From an optimization exercise on the open Yosys and OpenROAD flow, aimed at small area, a short achievable clock period and few clock cycles per item; shortcuts taken in it are not production practice. Power figures rest on the tool's default switching activity, not on a simulated workload.

==> branch maple: inputs <==
Design Complex_Multiplier, start of the top module:
module Complex_Multiplier (
	input clk,
	input rst,
	input signed  [7:0] Re_in_1,
	input signed  [7:0] Im_in_1,
	input signed  [7:0] Re_in_2,
	input signed  [7:0] Im_in_2,
	input signed  [1:0] data_valid_in,
	output signed [15:0] Re_out,
	output signed [15:0] Im_out,
	output signed [1:0] data_valid_out
);
export LEC_CHECK = 0
export CAP_MARGIN = 20
export CORE_MARGIN = 2
export CORE_UTILIZATION = 60
export CTS_BUF_LIST = sky130_fd_sc_hd__clkbuf_4 sky130_fd_sc_hd__clkbuf_8
export SETUP_SLACK_MARGIN = 1.5
export SLEW_MARGIN = 20
export SYNTH_HIERARCHICAL = 1
create_clock -name core_clock -period 5.0 [get_ports {clk}]
standard.sh (not shown) runs the stock make flow with config.mk's settings and CLKGATE_MAP_FILE= SYNTH_SCRIPT=/design/flow/synth_recipe.tcl, a recipe that flattens the netlist after the stock synthesis.
==> flow/flow/run.sh <==
#!/bin/bash
# The standard ORFS flow (standard.sh) with these changes:
#  - port buffers are sky130_fd_sc_hd__buf_2 cells instead of the default
#    delay buffers;
#  - before floorplanning, combinational cells start at drive strength 1
#    (flow/downsize.tcl); the flow's repair steps upsize where needed;
#  - extra make variables, one per line, from flow/make_args.txt if present.
# Each tool's log stays under orfs/logs/; make's own output goes to run_make.log.
set -euo pipefail
here=$(pwd)
extra=()
if [[ -f flow/make_args.txt ]]; then
  while IFS= read -r line; do
    [[ -n "$line" ]] && extra+=("$line")
  done < flow/make_args.txt
fi
bash standard.sh \
  "BUFFER_PORTS_ARGS=-buffer_cell sky130_fd_sc_hd__buf_2" \
  "PRE_FLOORPLAN_TCL=$here/flow/downsize.tcl" \
  "${extra[@]}" \
  finish > run_make.log 2>&1
==> flow/flow/downsize.tcl <==
# PRE_FLOORPLAN hook: start every combinational cell of the synthesized netlist
# at drive strength 1; the flow's own repair steps upsize cells where timing
# or slew needs it. Flip-flops keep the cell synthesis gave them.
set n_down 0
foreach inst [get_cells *] {
  set ref [get_property $inst ref_name]
  if { [regexp {^(sky130_fd_sc_hd__[a-z0-9]+)_([0-9]+)$} $ref -> base size] } {
    if { $size <= 1 || [string match "*__df*" $base] || [string match "*__conb*" $base] } {
      continue
    }
    set cand [get_lib_cells -quiet */${base}_1]
    if { [llength $cand] > 0 } {
      replace_cell $inst [lindex $cand 0]
      incr n_down
    }
  }
}
puts "downsize.tcl: $n_down cells set to drive strength 1"
==> flow/flow/make_args.txt <==
RECOVER_POWER=100
==> branch amber (differences from branch maple) <==
--- a/flow/design.v
+++ b/flow/design.v
@@ -452,2 +452,29 @@
 endmodule
+module cm_bencp (input y1, input y0, input ym, output one, output two, output nz, output ne);
+  assign one = y0 ^ ym;
+  assign two = (y1 & ~y0 & ~ym) | (~y1 & y0 & ym);
+  assign nz = ~(y1 & y0 & ym) & (y1 | y0 | ym);
+  assign ne = y1 & ~(y0 & ym);
+endmodule
+module cm_bencm (input y1, input y0, input ym, output one, output two, output nz, output ne);
+  assign one = y0 ^ ym;
+  assign two = (y1 & ~y0 & ~ym) | (~y1 & y0 & ym);
+  assign nz = ~(y1 & y0 & ym) & (y1 | y0 | ym);
+  assign ne = ~y1 & (y0 | ym);
+endmodule
+module cm_benc0p (input y1, input y0, output one, output two, output nz, output ne);
+  assign one = y0;
+  assign two = y1 & ~y0;
+  assign nz = y1 | y0;
+  assign ne = y1;
+endmodule
+module cm_benc0m (input y1, input y0, output one, output two, output nz, output ne);
+  assign one = y0;
+  assign two = y1 & ~y0;
+  assign nz = y1 | y0;
+  assign ne = ~y1 & y0;
+endmodule
+module cm_bsel1n (input e, input x, input n, output p);
+  assign p = ~((e & x) ^ n);
+endmodule
 module cm_benc0 (input y1, input y0, output one, output two, output nz);
Settings changed: PLACE_DENSITY from default to 0.8, SETUP_SLACK_MARGIN 1.5 to 1.2.
removed: flow/flow/make_args.txt
==> notes <==
Branch maple completed without violations. Branch amber finished clean.
Synthesized cell count is the same in branch maple and branch amber.
First-iteration DRC count: branch maple is higher than branch amber (31%).
In clock-buffer cell count, branch amber and branch maple do not differ.
Wire length: branch amber is lower than branch maple (9.4%).
Between branch maple and branch amber, the lower core utilization is in branch amber (gap 7.3 points).
Of branch amber and branch maple, branch amber has the higher clock power (gap about 6.4%, measured against branch maple).
In branch amber the power is smaller than in branch maple, by about 1.2%.
In sequential cell count, branch amber and branch maple do not differ.
Against branch maple, the global-route usage of branch amber is lower by 0.96 points.
Of branch amber and branch maple, branch maple has the higher hold slack (gap 0.0038 ns).
==> figures <==
| item | branch amber | branch maple |
|---|---|---|
| Result of the run | timing/DRC/antenna clean | timing/DRC/antenna clean |
| Met3 usage | 7.31% | 7.15% |
| DR WL/cell | 19.9 µm | 20.8 µm |
| Power drawn by the clock network | 546 µW | 513 µW |
| Cell area after placement | 8060 µm² | 8190 µm² |
| Power in combinational cells | 3490 µW | 3580 µW |
| Clock power share | 11.2% | 10.4% |
| Switching power | 2160 µW | 2200 µW |
| Net count of the finished layout | 982 | 1033 |
| Final estimated routing congestion in global placement | 0.926 | 0.943 |
| Buffers & Inverters on Critical Path | 2 | 3 |
| Internal | 2710 µW | 2730 µW |
| Post-Place Setup Slack | 0.569 ns | 0.690 ns |
| CP Launch Point | Re_in_2[7] | Im_in_2[7] |
| Vias per cell | 6.31 | 6.24 |
| Sequential share of cell area | 14.0% | 12.7% |
| Clock-cell share | 2.91% | 2.44% |
| Max rail drop VDD | 0.397 mV | 0.466 mV |
| Sequential group share of total power | 17.1% | 16.9% |
| Wire length of the first global-routing pass | 30300 µm | 31300 µm |
| Clock period minus final worst setup slack | 3.71 ns | 4.20 ns |
| Overall routing resource usage | 30.5% | 31.5% |
No functional check of the RTL was part of any run of this note.

---

==> inputs of try-violet <==
Complex_Multiplier again, from the RTL that the note above started with.
Settings: LEC_CHECK=0, CAP_MARGIN=20, CORE_MARGIN=2, CORE_UTILIZATION=60, CTS_BUF_LIST=sky130_fd_sc_hd__clkbuf_4 sky130_fd_sc_hd__clkbuf_8, SETUP_SLACK_MARGIN=1.1, SLEW_MARGIN=20, SYNTH_HIERARCHICAL=1; clock period 5.0 ns.
==> flow/flow/run.sh <==
#!/bin/bash
# The standard ORFS flow (standard.sh) with two changes:
#  - port buffers are sky130_fd_sc_hd__buf_2 cells instead of the default
#    delay buffers;
#  - before floorplanning, combinational cells start at drive strength 1
#    (flow/downsize.tcl); the flow's repair steps upsize where needed.
# Each tool's log stays under orfs/logs/; make's own output goes to run_make.log.
set -euo pipefail
here=$(pwd)
bash standard.sh \
  "BUFFER_PORTS_ARGS=-buffer_cell sky130_fd_sc_hd__buf_2" \
  "PRE_FLOORPLAN_TCL=$here/flow/downsize.tcl" \
  finish > run_make.log 2>&1
Scripts as last shown in full above: flow/flow/downsize.tcl
==> try-raven: changes against try-violet <==
--- a/flow/config.mk
+++ b/flow/config.mk
@@ -10,5 +10,5 @@
 export CORE_UTILIZATION = 60
 export CTS_BUF_LIST = sky130_fd_sc_hd__clkbuf_4 sky130_fd_sc_hd__clkbuf_8
-export SETUP_SLACK_MARGIN = 1.1
+export SETUP_SLACK_MARGIN = 1.35
 export SLEW_MARGIN = 20
 export SYNTH_HIERARCHICAL = 1
==> notes.md <==
	try-raven	try-violet
Highest Clock Rate	279 MHz	264 MHz
Overall power of the completed layout	0.00481 W	0.00470 W
Termination of the worst setup path	Im_out[12]	re_q1_8$_DFF_P_
Worst vdd ir	484 uV	523 uV
Combinational group share of total power	0.731	0.726
Portion of total power attributed to the clock network	0.095	0.097
Non-Clock Buffer Area Fraction	0.0989	0.0659
Status	complete, no violations	complete, no violations
Final-stage net count	1004	976
Final period demand of the worst path	3.58 ns	3.79 ns
Total area of multi-input combinational cells	6200 um^2	6070 um^2
Most common cell on crit path	sky130_fd_sc_hd__fa_2	sky130_fd_sc_hd__fa_1
Routed metal-1 wire length	7.84 mm	7.90 mm
Power density normalized to cell area	551 nW/um^2	567 nW/um^2
Routability Congestion	0.905	0.918
Multi-input gate share of total cell area	0.711	0.733
Worst Path Arrival	2.58 ns	4.03 ns
Share of the clock period used by the worst path after layout	0.717	0.759
Net Switching	0.00213 W	0.00210 W
No run of this note included a check of the RTL's function; only the layout flow was run.

## port drivers added, routing unchanged
How much do the figures lean on ideal ports? The routed layouts below were timed once more, with nothing changed but the port constraints. Step 1: set_driving_cell puts a clkbuf_16 on clk and a buf_2 on each other input, an assumption about the parent block. Step 2 moves the port delays by t, midway between the first and last clock arrival at a register: inputs arrive t later, outputs are due t later. That takes back most of the time a late clock gives input paths. a / b / c = ideal / step 1 / step 2; a / b = the first two.
run	t, ns	slack for setup (ns)	worst hold slack (ns)	worst setup path after step 2	slew at the worst register clock pin (ns)
branch maple	0.397	0.796 / 0.808 / 0.411	0.788 / 0.778 / 1.175	input to register	0.08 / 0.08
branch amber	0.395	1.285 / 1.293 / 0.898	0.785 / 0.782 / 1.177	input to register	0.07 / 0.07
try-violet	0.389	1.207 / 1.211 / 0.822	0.792 / 0.782 / 1.171	input to register	0.07 / 0.07
try-raven	0.398	1.417 / 1.381 / 1.011	0.788 / 0.773 / 1.171	input to register	0.07 / 0.07
After both steps setup and hold are still met in every run listed. The setup slack of try-raven, which loses most, moves by -0.036 ns with the drivers and by -0.406 ns with both steps.
